Source: an optimization exercise on an open RTL-to-GDS flow (aim: small area, a short achievable clock period and few clock cycles per item). Production flows keep margins and buffers that such runs may drop. No functional check of the RTL was part of any run shown here.

==> flow/design.v, too long to show whole: its modules and the start of the top module <==
// module verilog_multiplier: 1380 lines
module verilog_multiplier(clk, rst, ready, op1, op2, res, done);
  // ...
==> flow/flow/run.sh <==
#!/bin/bash
# Own flow: the standard layout, except that synthesis runs Yosys's fine
# stage without its early "abc -fast", so that extract_fa finds the design's
# full adders as written (no inverter between adders). The standard synthesis
# runs first; its register names are given to the own netlist's registers,
# and the standard netlist is used as it is if the registers do not match.
set -uo pipefail
W=$(pwd)
R=$W/orfs/results/$FLOW_PLATFORM/verilog_multiplier/base
bash standard.sh synth > log_standard_synth.txt 2>&1 || exit 1
cp "$R/1_2_yosys.v" "$W/ref_1_2_yosys.v"
sed '1s/.*/proc synth {args} { if {[lsearch -glob $args "fine:*"] >= 0} { yosys synth -nofsm -noshare -noabc {*}$args } else { yosys synth -nofsm -noshare {*}$args } }/' synth_recipe.tcl > own_synth.tcl
sed "s|SYNTH_SCRIPT=[^ ]*|SYNTH_SCRIPT=$W/own_synth.tcl|" standard.sh > own_standard.sh
if bash own_standard.sh do-yosys > log_own_synth.txt 2>&1 \
   && python3 flow/rename.py "$W/ref_1_2_yosys.v" "$R/1_2_yosys.v" "$W/own_1_2_yosys.v" > log_rename.txt 2>&1; then
  cp "$W/own_1_2_yosys.v" "$R/1_2_yosys.v"
  echo "own synthesis used" >> log_rename.txt
else
  cp "$W/ref_1_2_yosys.v" "$R/1_2_yosys.v"
  echo "standard synthesis used" >> log_rename.txt
fi
rm -f "$R/1_synth.odb" "$R/1_synth.sdc"
bash standard.sh "BUFFER_PORTS_ARGS=-buffer_cell sky130_fd_sc_hd__buf_2" finish > log_standard_finish.txt 2>&1
==> flow/flow/rename.py <==
#!/usr/bin/env python3
# rename.py REF OWN OUT: make OWN's flip-flops match those of the standard
# synthesis REF: the same instance names and cell types (drive strength may
# differ). Registers are paired by the net their Q drives. Where the two
# syntheses inferred an enable differently, the register is rebuilt in REF's
# cell type with the same function: an enable flip-flop with its enable tied
# high, or a plain flip-flop behind a 2:1 multiplexer. Exits 1 if registers
# cannot be paired.
import re, sys

inst_re = re.compile(r'^(\s*)(sky130_fd_sc_hd__(\w+?)_(\d+))\s+(\\\S+\s|\w+)\s*\((.*?)\);', re.M | re.S)
pin_re = re.compile(r'\.(\w+)\(([^()]*)\)')

def is_ff(base):
    return base.startswith(("df", "edf", "sdf", "dl"))

def flops(text):
    out = {}
    for m in inst_re.finditer(text):
        base = m.group(3)
        if not is_ff(base):
            continue
        pins = {p: n.strip() for p, n in pin_re.findall(m.group(6))}
        q = pins.get("Q") or pins.get("Q_N")
        if q is None or q in out:
            sys.exit("cannot key register %s" % m.group(5))
        out[q] = (base, m.group(5).strip(), pins, m)
    return out

ref = open(sys.argv[1]).read()
own = open(sys.argv[2]).read()
fr, fo = flops(ref), flops(own)
if set(fr) != set(fo):
    sys.exit("register sets differ: %s" % sorted(set(fr) ^ set(fo))[:10])

def esc(name):
    return name + " " if name.startswith("\\") else name

edits = {}   # start offset -> (end offset, replacement)
extra = []
decl = []
need_one = False
renamed = converted = 0
for q, (rbase, rname, rpins, _) in fr.items():
    obase, oname, opins, m = fo[q]
    ind = m.group(1)
    if rbase == obase:
        if oname != rname:
            text = m.group(0)
            new = text.replace(m.group(5), esc(rname), 1)
            edits[m.start()] = (m.end(), new)
            renamed += 1
        continue
    pins = ", ".join(".%s(%s)" % (p, n) for p, n in opins.items())
    if rbase == "edfxtp" and obase == "dfxtp":
        new = "%ssky130_fd_sc_hd__edfxtp_1 %s (.CLK(%s), .D(%s), .DE(my_one), .Q(%s));" % (
            ind, esc(rname), esc(opins["CLK"]), esc(opins["D"]), esc(opins["Q"]))
        need_one = True
    elif rbase == "dfxtp" and obase == "edfxtp":
        mo = "my_mux_%d" % converted
        decl.append("  wire %s;" % mo)
        extra.append("  sky130_fd_sc_hd__mux2_1 %s_c (.A0(%s), .A1(%s), .S(%s), .X(%s));" % (
            mo, esc(opins["Q"]), esc(opins["D"]), esc(opins["DE"]), mo))
        new = "%ssky130_fd_sc_hd__dfxtp_1 %s (.CLK(%s), .D(%s), .Q(%s));" % (
            ind, esc(rname), esc(opins["CLK"]), mo, esc(opins["Q"]))
    else:
        sys.exit("cell type differs for %s: %s %s" % (q, rbase, obase))
    edits[m.start()] = (m.end(), new)
    converted += 1

out, pos = [], 0
for start in sorted(edits):
    end, new = edits[start]
    out.append(own[pos:start]); out.append(new); pos = end
out.append(own[pos:])
text = "".join(out)
if need_one:
    decl.append("  wire my_one, my_zero;")
    extra.append("  sky130_fd_sc_hd__conb_1 my_tie (.HI(my_one), .LO(my_zero));")
if extra:
    i = text.rindex("endmodule")
    text = text[:i] + "\n".join(extra) + "\n" + text[i:]
if decl:
    i = text.index("\n  wire ")
    text = text[:i + 1] + "\n".join(decl) + "\n" + text[i + 1:]
# the result must pair with REF exactly
f2 = flops(text)
for q, (rbase, rname, _, _) in fr.items():
    if q not in f2 or f2[q][0] != rbase or f2[q][1] != rname:
        sys.exit("pairing failed for %s" % q)
names = [m.group(5).strip() for m in inst_re.finditer(text)]
if len(names) != len(set(names)):
    sys.exit("name clash after renaming")
open(sys.argv[3], "w").write(text)
print("renamed %d, rebuilt %d of %d registers" % (renamed, converted, len(fr)))
==> flow/standard.sh <==
#!/bin/bash
# synth_recipe.tcl (not shown) runs the flow's synth.tcl, then flattens the netlist and writes it again
# the make line also repeats each setting of config.mk as NAME=value (left out here)
make -C /OpenROAD-flow-scripts/flow DESIGN_CONFIG=/design/flow/config.mk WORK_HOME=/design/flow/orfs CLKGATE_MAP_FILE= SYNTH_SCRIPT=/design/flow/synth_recipe.tcl "${@:-finish}"
==> flow/config.mk <==
export PLATFORM = sky130hd
export DESIGN_NAME = verilog_multiplier
export DESIGN_NICKNAME = verilog_multiplier
export VERILOG_FILES = /design/flow/design.v
export SDC_FILE = /design/flow/constraint.sdc
export NUM_CORES = 4
export LEC_CHECK = 0
export CAP_MARGIN = 20
export CORE_MARGIN = 2
export CORE_UTILIZATION = 60
export SETUP_SLACK_MARGIN = 2.25
export SLEW_MARGIN = 20
export TNS_END_PERCENT = 20
==> flow/constraint.sdc <==
create_clock -name core_clock -period 8.0 [get_ports {clk}]
set_input_delay 1.6000 -clock core_clock [delete_from_list [all_inputs] [get_ports {clk}]]
set_output_delay 1.6000 -clock core_clock [all_outputs]
set_load 0.01 [all_outputs]
==> results.txt, run 1 <==
sequential share of cell area 0.103; I/O pin cnt 100; Fin Clk Skew 0.0155 ns; met2 GRT Util 0.590; met2 wire len 34400 um; setup violators final 0; Routed WL 77900 um; # rows 72; post-CTS setup repair buffer count 48; seq_cells 122; DRT antenna net count 0; post-synth cell types 86; RR Startpoint C[14]; worst setup path startpoint C[14]; WP data required 6.40 ns; Slowest-stage cell, CP or4_4; Hold Crit Start S[7]; run status timing/DRC/antenna clean; RSZ-0062 raised after global routing yes; Pins Over Slew Limit 0; most numerous cell in the Yosys netlist and3_1; Metal-1 WL 32000 um; Yosys Warn Count 1; Fillers 3123; clock sink count 122; cell accounting for the most synthesized area fa_1; CP Capture Point res[20]; largest family of logic cells by synthesized area adder cells; Multi-input comb cells 1903; Residual DRC 0; Critical Path Max Stage Delay 0.55 ns
==> run 2, diff against run 1 <==
--- a/flow/design.v
+++ b/flow/design.v
@@ -3,17 +3,17 @@
     input wire clk, rst;
     input wire ready;
     input wire [31:0] op1, op2;
     output wire [31:0] res;
     output reg done;
     localparam IDLE = 2'd0, R0 = 2'd1, LSH = 2'd2, RSH = 2'd3;
     reg [1:0] st;
     reg [47:0] S;
-    reg [47:14] C;
+    reg [47:12] C;
     reg        ccl;
     reg [9:0]  E;        
     reg        sgn, fnan, fz, fpay;
     reg        rndr;     
     reg [21:0] pay;      
     wire e1z = (op1[30:23] == 8'd0);
     wire e2z = (op2[30:23] == 8'd0);
     wire e1f = (op1[30:23] == 8'hff);
@@ -29,17 +29,17 @@
     wire infx = qnan | (~nan1 & ~nan2 & ~zero1 & ~zero2 & (inf1 | inf2));
     wire special = zero1 | zero2 | e1f | e2f;
     wire [8:0] esum = {1'b0, op1[30:24], op1[23] | e1z} + {1'b0, op2[30:24], op2[23] | e2z};
     wire [9:0] e_in = {1'b0, esum} - 10'd127;
     wire fast = special | (~e1z & ~e2z & (esum >= 9'd128));
     wire [23:0] a = {~e1z, op1[22:0]};
     wire [23:0] b = {~e2z, op2[22:0]};
     wire [47:0] tree_s, tree_c;
-    wire [13:0] t_lo;
+    wire [11:0] t_lo;
     wire t_cl;
     wire [47:23] t_ha;
     wire [46:23] t_hb;
     wire idle = (st == IDLE);    
     wire rnd;
 wire t_0, t_1, t_2, t_3, t_4, t_5, t_6, t_7, t_8, t_9, t_10, t_11, t_12, t_13, t_14, t_15, t_16, t_17, t_18, t_19, t_20, t_21, t_22, t_23, t_24, t_25, t_26, t_27, t_28, t_29, t_30, t_31, t_32, t_33, t_34, t_35, t_36, t_37, t_38, t_39, t_40, t_41, t_42, t_43, t_44, t_45, t_46, t_47, t_48, t_49, t_50, t_51, t_52, t_53, t_54, t_55, t_56, t_57, t_58, t_59, t_60, t_61, t_62, t_63, t_64, t_65, t_66, t_67, t_68, t_69, t_70, t_71, t_72, t_73, t_74, t_75, t_76, t_77, t_78, t_79, t_80, t_81, t_82, t_83, t_84, t_85, t_86, t_87, t_88, t_89, t_90, t_91, t_92, t_93, t_94, t_95, t_96, t_97, t_98, t_99, t_100, t_101, t_102, t_103, t_104, t_105, t_106, t_107, t_108, t_109, t_110, t_111, t_112, t_113, t_114, t_115, t_116, t_117, t_118, t_119, t_120, t_121, t_122, t_123, t_124, t_125, t_126, t_127, t_128, t_129, t_130, t_131, t_132, t_133, t_134, t_135, t_136, t_137, t_138, t_139, t_140, t_141, t_142, t_143, t_144, t_145, t_146, t_147, t_148, t_149, t_150, t_151, t_152, t_153, t_154, t_155, t_156, t_157, t_158, t_159, t_160, t_161, t_162, t_163, t_164, t_165, t_166, t_167, t_168, t_169, t_170, t_171, t_172, t_173, t_174, t_175, t_176, t_177, t_178, t_179, t_180, t_181, t_182, t_183, t_184, t_185, t_186, t_187, t_188, t_189, t_190, t_191, t_192, t_193, t_194, t_195, t_196, t_197, t_198, t_199, t_200, t_201, t_202, t_203, t_204, t_205, t_206, t_207, t_208, t_209, t_210, t_211, t_212, t_213, t_214, t_215, t_216, t_217, t_218, t_219, t_220, t_221, t_222, t_223, t_224, t_225, t_226, t_227, t_228, t_229, t_230, t_231, t_232, t_233, t_234, t_235, t_236, t_237, t_238, t_239, t_240, t_241, t_242, t_243, t_244, t_245, t_246, t_247, t_248, t_249, t_250, t_251, t_252, t_253, t_254, t_255, t_256, t_257, t_258, t_259, t_260, t_261, t_262, t_263, t_264, t_265, t_266, t_267, t_268, t_269, t_270, t_271, t_272, t_273, t_274, t_275, t_276, t_277, t_278, t_279, t_280, t_281, t_282, t_283, t_284, t_285, t_286, t_287, t_288, t_289, t_290, t_291, t_292, t_293, t_294, t_295, t_296, t_297, t_298, t_299, t_300, t_301, t_302, t_303, t_304, t_305, t_306, t_307, t_308, t_309, t_310, t_311, t_312, t_313, t_314, t_315, t_316, t_317, t_318, t_319, t_320, t_321, t_322, t_323, t_324, t_325, t_326, t_327, t_328, t_329, t_330, t_331, t_332, t_333, t_334, t_335, t_336, t_337, t_338, t_339, t_340, t_341, t_342, t_343, t_344, t_345, t_346, t_347, t_348, t_349, t_350, t_351, t_352, t_353, t_354, t_355, t_356, t_357, t_358, t_359, t_360, t_361, t_362, t_363, t_364, t_365, t_366, t_367, t_368, t_369, t_370, t_371, t_372, t_373, t_374, t_375, t_376, t_377, t_378, t_379, t_380, t_381, t_382, t_383, t_384, t_385, t_386, t_387, t_388, t_389, t_390, t_391, t_392, t_393, t_394, t_395, t_396, t_397, t_398, t_399, t_400, t_401, t_402, t_403, t_404, t_405, t_406, t_407, t_408, t_409, t_410, t_411, t_412, t_413, t_414, t_415, t_416, t_417, t_418, t_419, t_420, t_421, t_422, t_423, t_424, t_425, t_426, t_427, t_428, t_429, t_430, t_431, t_432, t_433, t_434, t_435, t_436, t_437, t_438, t_439, t_440, t_441, t_442, t_443, t_444, t_445, t_446, t_447, t_448, t_449, t_450, t_451, t_452, t_453, t_454, t_455, t_456, t_457, t_458, t_459, t_460, t_461, t_462, t_463, t_464, t_465, t_466, t_467, t_468, t_469, t_470, t_471, t_472, t_473, t_474, t_475, t_476, t_477, t_478, t_479, t_480, t_481, t_482, t_483, t_484, t_485, t_486, t_487, t_488, t_489, t_490, t_491, t_492, t_493, t_494, t_495, t_496, t_497, t_498, t_499, t_500, t_501, t_502, t_503, t_504, t_505, t_506, t_507, t_508, t_509, t_510, t_511, t_512, t_513, t_514, t_515, t_516, t_517, t_518, t_519, t_520, t_521, t_522, t_523, t_524, t_525, t_526, t_527, t_528, t_529, t_530, t_531, t_532, t_533, t_534, t_535, t_536, t_537, t_538, t_539, t_540, t_541, t_542, t_543, t_544, t_545, t_546, t_547, t_548, t_549, t_550, t_551, t_552, t_553, t_554, t_555, t_556, t_557, t_558, t_559, t_560, t_561, t_562, t_563, t_564, t_565, t_566, t_567, t_568, t_569, t_570, t_571, t_572, t_573, t_574, t_575, t_576, t_577, t_578, t_579, t_580, t_581, t_582, t_583, t_584, t_585, t_586, t_587, t_588, t_589, t_590, t_591, t_592, t_593, t_594, t_595, t_596, t_597, t_598, t_599, t_600, t_601, t_602, t_603, t_604, t_605, t_606, t_607, t_608, t_609, t_610, t_611, t_612, t_613, t_614, t_615, t_616, t_617, t_618, t_619, t_620, t_621, t_622, t_623, t_624, t_625, t_626, t_627, t_628, t_629, t_630, t_631, t_632, t_633, t_634, t_635, t_636, t_637, t_638, t_639, t_640, t_641, t_642, t_643, t_644, t_645, t_646, t_647, t_648, t_649, t_650, t_651, t_652, t_653, t_654, t_655, t_656, t_657, t_658, t_659, t_660, t_661, t_662, t_663, t_664, t_665, t_666, t_667, t_668, t_669, t_670, t_671, t_672, t_673, t_674, t_675, t_676, t_677, t_678, t_679, t_680, t_681, t_682, t_683, t_684, t_685, t_686, t_687, t_688, t_689, t_690, t_691, t_692, t_693, t_694, t_695, t_696, t_697, t_698, t_699, t_700, t_701, t_702, t_703, t_704, t_705, t_706, t_707, t_708, t_709, t_710, t_711, t_712, t_713, t_714, t_715, t_716, t_717, t_718, t_719, t_720, t_721, t_722, t_723, t_724, t_725, t_726, t_727, t_728, t_729, t_730, t_731, t_732, t_733, t_734, t_735, t_736, t_737, t_738, t_739, t_740, t_741, t_742, t_743, t_744, t_745, t_746, t_747, t_748, t_749, t_750, t_751, t_752, t_753, t_754, t_755, t_756, t_757, t_758, t_759, t_760, t_761, t_762, t_763, t_764, t_765, t_766, t_767, t_768, t_769, t_770, t_771, t_772, t_773, t_774, t_775, t_776, t_777, t_778, t_779, t_780, t_781, t_782, t_783, t_784, t_785, t_786, t_787, t_788, t_789, t_790, t_791, t_792, t_793, t_794, t_795, t_796, t_797, t_798, t_799, t_800, t_801, t_802, t_803, t_804, t_805, t_806, t_807, t_808, t_809, t_810, t_811, t_812, t_813, t_814, t_815, t_816, t_817, t_818, t_819, t_820, t_821, t_822, t_823, t_824, t_825, t_826, t_827, t_828, t_829, t_830, t_831, t_832, t_833, t_834, t_835, t_836, t_837, t_838, t_839, t_840, t_841, t_842, t_843, t_844, t_845, t_846, t_847, t_848, t_849, t_850, t_851, t_852, t_853, t_854, t_855, t_856, t_857, t_858, t_859, t_860, t_861, t_862, t_863, t_864, t_865, t_866, t_867, t_868, t_869, t_870, t_871, t_872, t_873, t_874, t_875, t_876, t_877, t_878, t_879, t_880, t_881, t_882, t_883, t_884, t_885, t_886, t_887, t_888, t_889, t_890, t_891, t_892, t_893, t_894, t_895, t_896, t_897, t_898, t_899, t_900, t_901, t_902, t_903, t_904, t_905, t_906, t_907, t_908, t_909, t_910, t_911, t_912, t_913, t_914, t_915, t_916, t_917, t_918, t_919, t_920, t_921, t_922, t_923, t_924, t_925, t_926, t_927, t_928, t_929, t_930, t_931, t_932, t_933, t_934, t_935, t_936, t_937, t_938, t_939, t_940, t_941, t_942, t_943, t_944, t_945, t_946, t_947, t_948, t_949, t_950, t_951, t_952, t_953, t_954, t_955, t_956, t_957, t_958, t_959, t_960, t_961, t_962, t_963, t_964, t_965, t_966, t_967, t_968, t_969, t_970, t_971, t_972, t_973, t_974, t_975, t_976, t_977, t_978, t_979, t_980, t_981, t_982, t_983, t_984, t_985, t_986, t_987, t_988, t_989, t_990, t_991, t_992, t_993, t_994, t_995, t_996, t_997, t_998, t_999, t_1000, t_1001, t_1002, t_1003, t_1004, t_1005, t_1006, t_1007, t_1008, t_1009, t_1010, t_1011;
 assign t_0 = (a[19] & b[0] & idle) ^ (a[18] & b[1] & idle);
 assign t_1 = (a[19] & b[0] & idle) & (a[18] & b[1] & idle);
@@ -1062,18 +1062,16 @@
 wire lk_g0_5 = (tree_s[5] & tree_c[5]) | ((tree_s[5] ^ tree_c[5]) & (tree_s[4] & tree_c[4]));
 wire lk_p0_5 = (tree_s[5] ^ tree_c[5]) & (tree_s[4] ^ tree_c[4]);
 wire lk_g0_7 = (tree_s[7] & tree_c[7]) | ((tree_s[7] ^ tree_c[7]) & (tree_s[6] & tree_c[6]));
 wire lk_p0_7 = (tree_s[7] ^ tree_c[7]) & (tree_s[6] ^ tree_c[6]);
 wire lk_g0_9 = (tree_s[9] & tree_c[9]) | ((tree_s[9] ^ tree_c[9]) & (tree_s[8] & tree_c[8]));
 wire lk_p0_9 = (tree_s[9] ^ tree_c[9]) & (tree_s[8] ^ tree_c[8]);
 wire lk_g0_11 = (tree_s[11] & tree_c[11]) | ((tree_s[11] ^ tree_c[11]) & (tree_s[10] & tree_c[10]));
 wire lk_p0_11 = (tree_s[11] ^ tree_c[11]) & (tree_s[10] ^ tree_c[10]);
-wire lk_g0_13 = (tree_s[13] & tree_c[13]) | ((tree_s[13] ^ tree_c[13]) & (tree_s[12] & tree_c[12]));
-wire lk_p0_13 = (tree_s[13] ^ tree_c[13]) & (tree_s[12] ^ tree_c[12]);
 wire lk_g1_2 = (tree_s[2] & tree_c[2]) | ((tree_s[2] ^ tree_c[2]) & lk_g0_1);
 wire lk_p1_2 = (tree_s[2] ^ tree_c[2]) & lk_p0_1;
 wire lk_g1_3 = lk_g0_3 | (lk_p0_3 & lk_g0_1);
 wire lk_p1_3 = lk_p0_3 & lk_p0_1;
 wire lk_g1_6 = (tree_s[6] & tree_c[6]) | ((tree_s[6] ^ tree_c[6]) & lk_g0_5);
 wire lk_p1_6 = (tree_s[6] ^ tree_c[6]) & lk_p0_5;
 wire lk_g1_7 = lk_g0_7 | (lk_p0_7 & lk_g0_5);
 wire lk_p1_7 = lk_p0_7 & lk_p0_5;
@@ -1084,66 +1082,66 @@
 wire lk_g2_4 = (tree_s[4] & tree_c[4]) | ((tree_s[4] ^ tree_c[4]) & lk_g1_3);
 wire lk_p2_4 = (tree_s[4] ^ tree_c[4]) & lk_p1_3;
 wire lk_g2_5 = lk_g0_5 | (lk_p0_5 & lk_g1_3);
 wire lk_p2_5 = lk_p0_5 & lk_p1_3;
 wire lk_g2_6 = lk_g1_6 | (lk_p1_6 & lk_g1_3);
 wire lk_p2_6 = lk_p1_6 & lk_p1_3;
 wire lk_g2_7 = lk_g1_7 | (lk_p1_7 & lk_g1_3);
 wire lk_p2_7 = lk_p1_7 & lk_p1_3;
-wire lk_g2_12 = (tree_s[12] & tree_c[12]) | ((tree_s[12] ^ tree_c[12]) & lk_g1_11);
-wire lk_p2_12 = (tree_s[12] ^ tree_c[12]) & lk_p1_11;
-wire lk_g2_13 = lk_g0_13 | (lk_p0_13 & lk_g1_11);
-wire lk_p2_13 = lk_p0_13 & lk_p1_11;
 wire lk_g3_8 = (tree_s[8] & tree_c[8]) | ((tree_s[8] ^ tree_c[8]) & lk_g2_7);
 wire lk_p3_8 = (tree_s[8] ^ tree_c[8]) & lk_p2_7;
 wire lk_g3_9 = lk_g0_9 | (lk_p0_9 & lk_g2_7);
 wire lk_p3_9 = lk_p0_9 & lk_p2_7;
 wire lk_g3_10 = lk_g1_10 | (lk_p1_10 & lk_g2_7);
 wire lk_p3_10 = lk_p1_10 & lk_p2_7;
 wire lk_g3_11 = lk_g1_11 | (lk_p1_11 & lk_g2_7);
 wire lk_p3_11 = lk_p1_11 & lk_p2_7;
-wire lk_g3_12 = lk_g2_12 | (lk_p2_12 & lk_g2_7);
-wire lk_p3_12 = lk_p2_12 & lk_p2_7;
-wire lk_g3_13 = lk_g2_13 | (lk_p2_13 & lk_g2_7);
-wire lk_p3_13 = lk_p2_13 & lk_p2_7;
-assign t_cl = lk_g3_13;
-assign t_lo = {((tree_s[13] ^ tree_c[13]) ^ lk_g3_12), ((tree_s[12] ^ tree_c[12]) ^ lk_g3_11), ((tree_s[11] ^ tree_c[11]) ^ lk_g3_10), ((tree_s[10] ^ tree_c[10]) ^ lk_g3_9), ((tree_s[9] ^ tree_c[9]) ^ lk_g3_8), ((tree_s[8] ^ tree_c[8]) ^ lk_g2_7), ((tree_s[7] ^ tree_c[7]) ^ lk_g2_6), ((tree_s[6] ^ tree_c[6]) ^ lk_g2_5), ((tree_s[5] ^ tree_c[5]) ^ lk_g2_4), ((tree_s[4] ^ tree_c[4]) ^ lk_g1_3), ((tree_s[3] ^ tree_c[3]) ^ lk_g1_2), ((tree_s[2] ^ tree_c[2]) ^ lk_g0_1), ((tree_s[1] ^ tree_c[1]) ^ (tree_s[0] & tree_c[0])), (tree_s[0] ^ tree_c[0])};
+assign t_cl = lk_g3_11;
+assign t_lo = {((tree_s[11] ^ tree_c[11]) ^ lk_g3_10), ((tree_s[10] ^ tree_c[10]) ^ lk_g3_9), ((tree_s[9] ^ tree_c[9]) ^ lk_g3_8), ((tree_s[8] ^ tree_c[8]) ^ lk_g2_7), ((tree_s[7] ^ tree_c[7]) ^ lk_g2_6), ((tree_s[6] ^ tree_c[6]) ^ lk_g2_5), ((tree_s[5] ^ tree_c[5]) ^ lk_g2_4), ((tree_s[4] ^ tree_c[4]) ^ lk_g1_3), ((tree_s[3] ^ tree_c[3]) ^ lk_g1_2), ((tree_s[2] ^ tree_c[2]) ^ lk_g0_1), ((tree_s[1] ^ tree_c[1]) ^ (tree_s[0] & tree_c[0])), (tree_s[0] ^ tree_c[0])};
 assign t_ha = tree_s[47:23] ^ tree_c[47:23];
 assign t_hb = tree_s[46:23] & tree_c[46:23];
-wire mk_g0_1 = (S[14] & C[14]) | ((S[14] ^ C[14]) & ccl);
-wire mk_p0_1 = (S[14] ^ C[14]) & 1'b0;
-wire mk_g0_3 = (S[16] & C[16]) | ((S[16] ^ C[16]) & (S[15] & C[15]));
-wire mk_p0_3 = (S[16] ^ C[16]) & (S[15] ^ C[15]);
-wire mk_g0_5 = (S[18] & C[18]) | ((S[18] ^ C[18]) & (S[17] & C[17]));
-wire mk_p0_5 = (S[18] ^ C[18]) & (S[17] ^ C[17]);
-wire mk_g0_7 = (S[20] & C[20]) | ((S[20] ^ C[20]) & (S[19] & C[19]));
-wire mk_p0_7 = (S[20] ^ C[20]) & (S[19] ^ C[19]);
-wire mk_g1_2 = (S[15] & C[15]) | ((S[15] ^ C[15]) & mk_g0_1);
-wire mk_p1_2 = (S[15] ^ C[15]) & mk_p0_1;
+wire mk_g0_1 = (S[12] & C[12]) | ((S[12] ^ C[12]) & ccl);
+wire mk_p0_1 = (S[12] ^ C[12]) & 1'b0;
+wire mk_g0_3 = (S[14] & C[14]) | ((S[14] ^ C[14]) & (S[13] & C[13]));
+wire mk_p0_3 = (S[14] ^ C[14]) & (S[13] ^ C[13]);
+wire mk_g0_5 = (S[16] & C[16]) | ((S[16] ^ C[16]) & (S[15] & C[15]));
+wire mk_p0_5 = (S[16] ^ C[16]) & (S[15] ^ C[15]);
+wire mk_g0_7 = (S[18] & C[18]) | ((S[18] ^ C[18]) & (S[17] & C[17]));
+wire mk_p0_7 = (S[18] ^ C[18]) & (S[17] ^ C[17]);
+wire mk_g0_9 = (S[20] & C[20]) | ((S[20] ^ C[20]) & (S[19] & C[19]));
+wire mk_p0_9 = (S[20] ^ C[20]) & (S[19] ^ C[19]);
+wire mk_g1_2 = (S[13] & C[13]) | ((S[13] ^ C[13]) & mk_g0_1);
+wire mk_p1_2 = (S[13] ^ C[13]) & mk_p0_1;
 wire mk_g1_3 = mk_g0_3 | (mk_p0_3 & mk_g0_1);
 wire mk_p1_3 = mk_p0_3 & mk_p0_1;
-wire mk_g1_6 = (S[19] & C[19]) | ((S[19] ^ C[19]) & mk_g0_5);
-wire mk_p1_6 = (S[19] ^ C[19]) & mk_p0_5;
+wire mk_g1_6 = (S[17] & C[17]) | ((S[17] ^ C[17]) & mk_g0_5);
+wire mk_p1_6 = (S[17] ^ C[17]) & mk_p0_5;
 wire mk_g1_7 = mk_g0_7 | (mk_p0_7 & mk_g0_5);
 wire mk_p1_7 = mk_p0_7 & mk_p0_5;
-wire mk_g2_4 = (S[17] & C[17]) | ((S[17] ^ C[17]) & mk_g1_3);
-wire mk_p2_4 = (S[17] ^ C[17]) & mk_p1_3;
+wire mk_g1_10 = (S[21] & C[21]) | ((S[21] ^ C[21]) & mk_g0_9);
+wire mk_p1_10 = (S[21] ^ C[21]) & mk_p0_9;
+wire mk_g2_4 = (S[15] & C[15]) | ((S[15] ^ C[15]) & mk_g1_3);
+wire mk_p2_4 = (S[15] ^ C[15]) & mk_p1_3;
 wire mk_g2_5 = mk_g0_5 | (mk_p0_5 & mk_g1_3);
 wire mk_p2_5 = mk_p0_5 & mk_p1_3;
 wire mk_g2_6 = mk_g1_6 | (mk_p1_6 & mk_g1_3);
 wire mk_p2_6 = mk_p1_6 & mk_p1_3;
 wire mk_g2_7 = mk_g1_7 | (mk_p1_7 & mk_g1_3);
 wire mk_p2_7 = mk_p1_7 & mk_p1_3;
-wire mk_g3_8 = (S[21] & C[21]) | ((S[21] ^ C[21]) & mk_g2_7);
-wire mk_p3_8 = (S[21] ^ C[21]) & mk_p2_7;
-wire c22 = mk_g3_8;
-wire [21:0] lo = {((S[21] ^ C[21]) ^ mk_g2_7), ((S[20] ^ C[20]) ^ mk_g2_6), ((S[19] ^ C[19]) ^ mk_g2_5), ((S[18] ^ C[18]) ^ mk_g2_4), ((S[17] ^ C[17]) ^ mk_g1_3), ((S[16] ^ C[16]) ^ mk_g1_2), ((S[15] ^ C[15]) ^ mk_g0_1), ((S[14] ^ C[14]) ^ ccl), S[13:0]};
+wire mk_g3_8 = (S[19] & C[19]) | ((S[19] ^ C[19]) & mk_g2_7);
+wire mk_p3_8 = (S[19] ^ C[19]) & mk_p2_7;
+wire mk_g3_9 = mk_g0_9 | (mk_p0_9 & mk_g2_7);
+wire mk_p3_9 = mk_p0_9 & mk_p2_7;
+wire mk_g3_10 = mk_g1_10 | (mk_p1_10 & mk_g2_7);
+wire mk_p3_10 = mk_p1_10 & mk_p2_7;
+wire c22 = mk_g3_10;
+wire [21:0] lo = {((S[21] ^ C[21]) ^ mk_g3_9), ((S[20] ^ C[20]) ^ mk_g3_8), ((S[19] ^ C[19]) ^ mk_g2_7), ((S[18] ^ C[18]) ^ mk_g2_6), ((S[17] ^ C[17]) ^ mk_g2_5), ((S[16] ^ C[16]) ^ mk_g2_4), ((S[15] ^ C[15]) ^ mk_g1_3), ((S[14] ^ C[14]) ^ mk_g1_2), ((S[13] ^ C[13]) ^ mk_g0_1), ((S[12] ^ C[12]) ^ ccl), S[11:0]};
 wire [47:22] ha = {S[47:23], S[22] ^ C[22]};
-wire [46:22] hb = {C[47:24], (S[22] & C[22]) | C[23]};
+wire [46:22] hb = {C[47:24], S[22] & C[22]};
 wire ut24 = ha[24] ^ hb[23];
 wire ug24 = ha[24] & hb[23];
 wire ut25 = ha[25] ^ hb[24];
 wire ug25 = ha[25] & hb[24];
 wire ut26 = ha[26] ^ hb[25];
 wire ug26 = ha[26] & hb[25];
 wire ut27 = ha[27] ^ hb[26];
 wire ug27 = ha[27] & hb[26];
@@ -1351,18 +1349,18 @@
                 end
             endcase
         end
     end
     wire shl = (st == R0) ? (~top & ~p46) : (st == LSH) ? (e_pos & ~p46) : 1'b0;
     wire shr = (st == R0) ? (top & E[9]) : (st == RSH) ? ~e_under : 1'b0;
     wire [47:0] p_next = shl ? {p[46:0], 1'b0} : shr ? {1'b0, p[47:1]} : p;
     always @(posedge clk) begin
-        S <= {t_ha, tree_s[22:14], t_lo | (p_next[13:0] & {14{~idle}})};
-        C <= {t_hb, 1'b0, tree_c[22:14]} | (p_next[47:14] & {(48-14){~idle}});
+        S <= {t_ha, tree_s[22:12], t_lo} | (p_next & {48{~idle}});
+        C <= {t_hb, 1'b0, tree_c[22:12]};
         ccl <= t_cl;
         pay <= nan2 ? op2[21:0] : op1[21:0];
         case (st)
             IDLE: begin
                 E <= infx ? 10'd256 : nanx ? 10'd255 : e_in;
                 sgn <= qnan | (nan2 ? op2[31] : nan1 ? op1[31] : op1[31] ^ op2[31]);
                 fnan <= qnan | nanx;
                 fpay <= nanx;
--- a/flow/flow/run.sh
+++ b/flow/flow/run.sh
@@ -15,9 +15,9 @@
    && python3 flow/rename.py "$W/ref_1_2_yosys.v" "$R/1_2_yosys.v" "$W/own_1_2_yosys.v" > log_rename.txt 2>&1; then
   cp "$W/own_1_2_yosys.v" "$R/1_2_yosys.v"
   echo "own synthesis used" >> log_rename.txt
 else
   cp "$W/ref_1_2_yosys.v" "$R/1_2_yosys.v"
   echo "standard synthesis used" >> log_rename.txt
 fi
 rm -f "$R/1_synth.odb" "$R/1_synth.sdc"
-bash standard.sh "BUFFER_PORTS_ARGS=-buffer_cell sky130_fd_sc_hd__buf_2" finish > log_standard_finish.txt 2>&1
+bash standard.sh "BUFFER_PORTS_ARGS=-buffer_cell sky130_fd_sc_hd__buf_4" finish > log_standard_finish.txt 2>&1
==> flow/flow/rename.py (replaced) <==
#!/usr/bin/env python3
# rename.py REF OWN OUT: give OWN's flip-flops the instance names that the
# standard synthesis (REF) gave the same registers. Registers are matched by
# their name without Yosys's "$_<cell>_" suffix. Exits 1 if the registers
# (count, names or cell types, drive strength aside) do not correspond.
import re, sys

pat = re.compile(r'^(\s*)(sky130_fd_sc_hd__(\w+?)_(\d+))\s+(\\\S+|\w+)\s*\(', re.M)

def flops(text):
    out = {}
    for m in pat.finditer(text):
        typ = m.group(3)
        if not (typ.startswith("df") or typ.startswith("edf") or typ.startswith("sdf") or typ.startswith("dl")):
            continue
        name = m.group(5)
        key = re.sub(r'\$_[A-Z0-9_]+_$', '', name.rstrip())
        if key in out:
            sys.exit("duplicate key %s" % key)
        out[key] = (typ, name)
    return out

ref = open(sys.argv[1]).read()
own = open(sys.argv[2]).read()
fr, fo = flops(ref), flops(own)
if set(fr) != set(fo):
    sys.exit("register sets differ: %s" % sorted(set(fr) ^ set(fo))[:10])
for k in fr:
    if fr[k][0] != fo[k][0]:
        sys.exit("cell type differs for %s: %s %s" % (k, fr[k][0], fo[k][0]))
ren = {fo[k][1]: fr[k][1] for k in fr if fo[k][1] != fr[k][1]}
def sub(m):
    name = m.group(5)
    if name in ren:
        return "%s%s %s (" % (m.group(1), m.group(2), ren[name] if ren[name].startswith("\\") is False else ren[name] + " ")
    return m.group(0)
new = pat.sub(sub, own)
# no instance name may clash after renaming
names = [m.group(5).rstrip() for m in pat.finditer(new)]
if len(names) != len(set(names)):
    sys.exit("name clash after renaming")
open(sys.argv[3], "w").write(new)
print("renamed %d of %d registers" % (len(ren), len(fr)))
==> flow/config.mk (replaced) <==
export PLATFORM = sky130hd
export DESIGN_NAME = verilog_multiplier
export DESIGN_NICKNAME = verilog_multiplier
export VERILOG_FILES = /design/flow/design.v
export SDC_FILE = /design/flow/constraint.sdc
export NUM_CORES = 4
export LEC_CHECK = 0
export CAP_MARGIN = 20
export CORE_MARGIN = 2
export CORE_UTILIZATION = 40
export SETUP_SLACK_MARGIN = 1.5
export SLEW_MARGIN = 20
==> results.txt, run 2 <==
Post-synth ARST share 0.0323 (was 0.0328); Largest register FFs 48 (was 47); total CTS buffers 17 (unchanged); DP HPWL 52700 um (was 51300 um); crit start category flip-flop (unchanged); first-pass GRT wire length 120000 um (about the same); full die area 60400 um^2 (was 40300 um^2); Worst Max-Slew Pin Slew 1.08 ns (was 1.17 ns); largest family of logic cells by synthesized area adder cells (unchanged); capture point of the worst reg-to-reg path S[23] (was C[21]); hold path depth 1 (unchanged); Initial Utilization 0.405 (was 0.604); Post-synth EDFFs 14 (unchanged); Storage cell area 2640 um^2 (was 2610 um^2); Global Route Usage Sum 0.261 (was 0.390); drt pass-1 iters 5 (was 6); hold endpoint S[1] (was S[6]); most frequent cells in the layout and3_1, fa_1, buf_4, ha_1, dfxtp_1 (was and3_1, fa_1, ha_1, dfxtp_1, buf_2); fin crit share 0.783 (was 0.817); Synth Area in XOR/XNOR 0.0285 (was 0.0290); Worst Hold Class flip-flop to flip-flop (unchanged); # rows 88 (was 72); mux cell area share after synthesis 0.0301 (was 0.0177); Min Hold Slack 0.488 ns (was 0.515 ns); worst-case reg-to-reg path depth 13 (was 48); RSZ-0062 raised after global routing no (was yes); die height 246 um (was 201 um); vias after detailed routing 18.6k (was 19.3k); GP Congestion 0.907 (was 0.911); Synth Area in Simple Gates 0.215 (was 0.216); hold_buf cts 0 (unchanged); CP Class flip-flop to output port (unchanged); main flop type after synthesis dfxtp_1 (unchanged); relative slew slack 0.278 (was 0.220); Hold Crit Start S[0] (was S[7]); # diodes 0 (was 1); Fin Clk Skew 0.0151 ns (was 0.0155 ns); run status timing/DRC/antenna clean (unchanged); Synth Area in Adders 0.482 (was 0.486); Yosys Warn Count 1 (unchanged); post-synth cell types 77 (was 86); Routed WL 77400 um (was 77900 um); most numerous cell in the Yosys netlist and3_1 (unchanged); WP data required 6.40 ns (about the same); register area share after synthesis 0.113 (was 0.112); Residual DRC 0 (unchanged); worst skew pair latency 0.44 ns (about the same); synthesized area 23400 um^2 (was 23200 um^2); Largest Register S (unchanged); synthesized instance count 2285 (was 2280); clock sink count 124 (was 122); Synth area leaders fa_1, and3_1, dfxtp_1, ha_1, clkbuf_1 (unchanged); final net count 2879 (was 2941); GR Overflow Total 0 (unchanged); DRT antenna net count 0 (unchanged); core area 57800 um^2 (was 38500 um^2); largest fanout on the critical path 5 (was 6); Pins Over Slew Limit 0 (unchanged); Multi-input gate area 19800 um^2 (was 19900 um^2); setup violators final 0 (unchanged); Fillers 5476 (was 3123); RR Startpoint st[0] (was C[14]); Final min period 6.26 ns (was 6.54 ns); post-route setup TNS 0 ns (unchanged); Via density 6.24 (was 6.90); FF+latch count, synth 124 (was 122); DR WL/cell 25.9 um (was 27.8 um); Max Cap Violations 0 (unchanged); H-tree depth 4 (unchanged); Post-synth top cells and3_1, fa_1, clkbuf_1 (unchanged); post-synthesis compound-gate area fraction 0.0878 (was 0.0956); Die Span X 246 um (was 201 um); Worst Setup End Kind output port (unchanged); cell accounting for the most synthesized area fa_1 (unchanged); flop2flop setup slack 1.78 ns (was 1.62 ns); pin count of the biggest net entering global routing 119 (was 95); max frequency 160 MHz (was 153 MHz); vias in the first global route 20.2k (was 20.4k); I/O pin cnt 100 (unchanged); CTS clk-pin slew, worst paths 0.05 ns (about the same); clk root buf clkbuf_16 (unchanged); syn avg cell area 10.2 um^2 (about the same); commonest non-fill, non-tap cell in the layout and3_1 (unchanged); Syn-to-layout area delta 7.09% (was 8.92%); Largest regs S x48, C x35, pay x22 (was S x47, C x34, pay x22); TritonCTS clock tree built (unchanged); clk buf depth 2 (unchanged); share of cells above drive strength 1 0.0977 (was 0.131); initial antenna violation count 0 (was 3); Syn Nets 2957 (was 2951); Synth top area share 0.423 (was 0.426); crit path DAT 4.66 ns (was 4.94 ns); Hold Vio Cnt, Final 0 (unchanged); number of DRC markers in iteration 0 1697 (was 1899); Port Buffers 99 (unchanged)
## run 2: routing by layer
metal / track usage / wire (um)
met1: 0.359 / 33000
met2: 0.410 / 35100
met3: 0.0527 / 7150
met4: 0.0879 / 2260
met5: 0 / 0
## run 2: repair_timing
item | 4_1_cts | 5_1_grt
buffers inserted | 0 | 0
gates resized for setup | 0 | 1
endpoints found under the setup margin | 0 | 1
## run 2: area by class of cell
cell class / count / area share
timing repair buffer: 114 / 0.0347
tap: 765 / 0.0382
clock buffer: 21 / 0.0188
inverter: 42 / 0.00629
clock inverter: 11 / 0.00714
sequential: 124 / 0.106
multi-input combinational: 1908 / 0.789
## run 2: logic make-up (layout without fill, tap and decap cells)
family | after synthesis | count (layout)
compound gates | 283 | 283
xor+xnor | 76 | 76
fa+ha+maj | 605 | 605
buf+inv | 253 | 188
flops | 124 | 124
mux | 64 | 64
simple gates | 880 | 880
## run 2: stage by stage
| stage | cells | util | instance area [um^2] | setup WS (ns) |
|---|---|---|---|---|
| 2_1_floorplan | 2285 | - | 23400 | 1.80 |
| 3_3_place_gp | 2953 | 0.422 | 24400 | 1.54 |
| 3_5_place_dp | 2953 | 0.422 | 24400 | 1.49 |
| 4_1_cts | 2985 | 0.433 | 25000 | 1.63 |
| 5_1_grt | 2985 | 0.433 | 25100 | 1.51 |
| 6_report | 2985 | 0.433 | 25100 | 1.74 |
## run 2: worst max path at each step
stage | startpoint | to | slack [ns] | cells after the start
3_5_place_dp | op1[23] | S[26] | 1.49 | 12
2_1_floorplan | op1[29] | S[26] | 1.80 | 12
4_1_cts | C[22] | res[6] | 1.63 | 11
6_report | C[12] | res[11] | 1.74 | 16
5_1_grt | st[0] | S[23] | 1.51 | 13
3_3_place_gp | op1[29] | S[27] | 1.54 | 13
## run 2: critical path, stage by stage (launching register included)
cell and delay (ns):
dfxtp_1 0.31, fa_1 0.46, a21o_1 0.20, and3_1 0.21
o21a_1 0.30, nor2_1 0.22, o21bai_1 0.13, ha_1 0.21
nand2b_1 0.27, and3_1 0.25, a211oi_1 0.54, inv_1 0.17
a41o_1 0.29, xnor2_1 0.13, nor2_1 0.05, a221o_1 0.32
buf_4 0.16

==> separate check: timing with driven ports <==
The flow's constraints put no driver on any port. The routed layouts listed below were extracted and timed again, unchanged, in two steps.
Step 1 (the two cells are an assumption about what drives the block):
set clk [get_ports {clk}]
set_driving_cell -lib_cell sky130_fd_sc_hd__clkbuf_16 $clk
set_driving_cell -lib_cell sky130_fd_sc_hd__buf_2 [delete_from_list [all_inputs] $clk]
Step 2 moves the port delays by t, midway between the first and last clock arrival at a register: inputs arrive t later, outputs are due t later. That takes back most of the time a late clock gives input paths.
Three values: ideal, step 1, step 2; two values: the first two.
run | t, ns | setup slack, ns | worst setup path at the end | pins driven straight from the clock port
run 1 | 0.489 | 1.461 / 1.406 / 1.554 | input to register | 1
run 2 | 0.480 | 1.737 / 1.691 / 1.484 | input to register | 1
After both steps setup and hold are still met in every run listed. For run 2, which loses most, drivers alone change the setup slack by -0.046 ns; drivers and shift together by -0.253 ns.
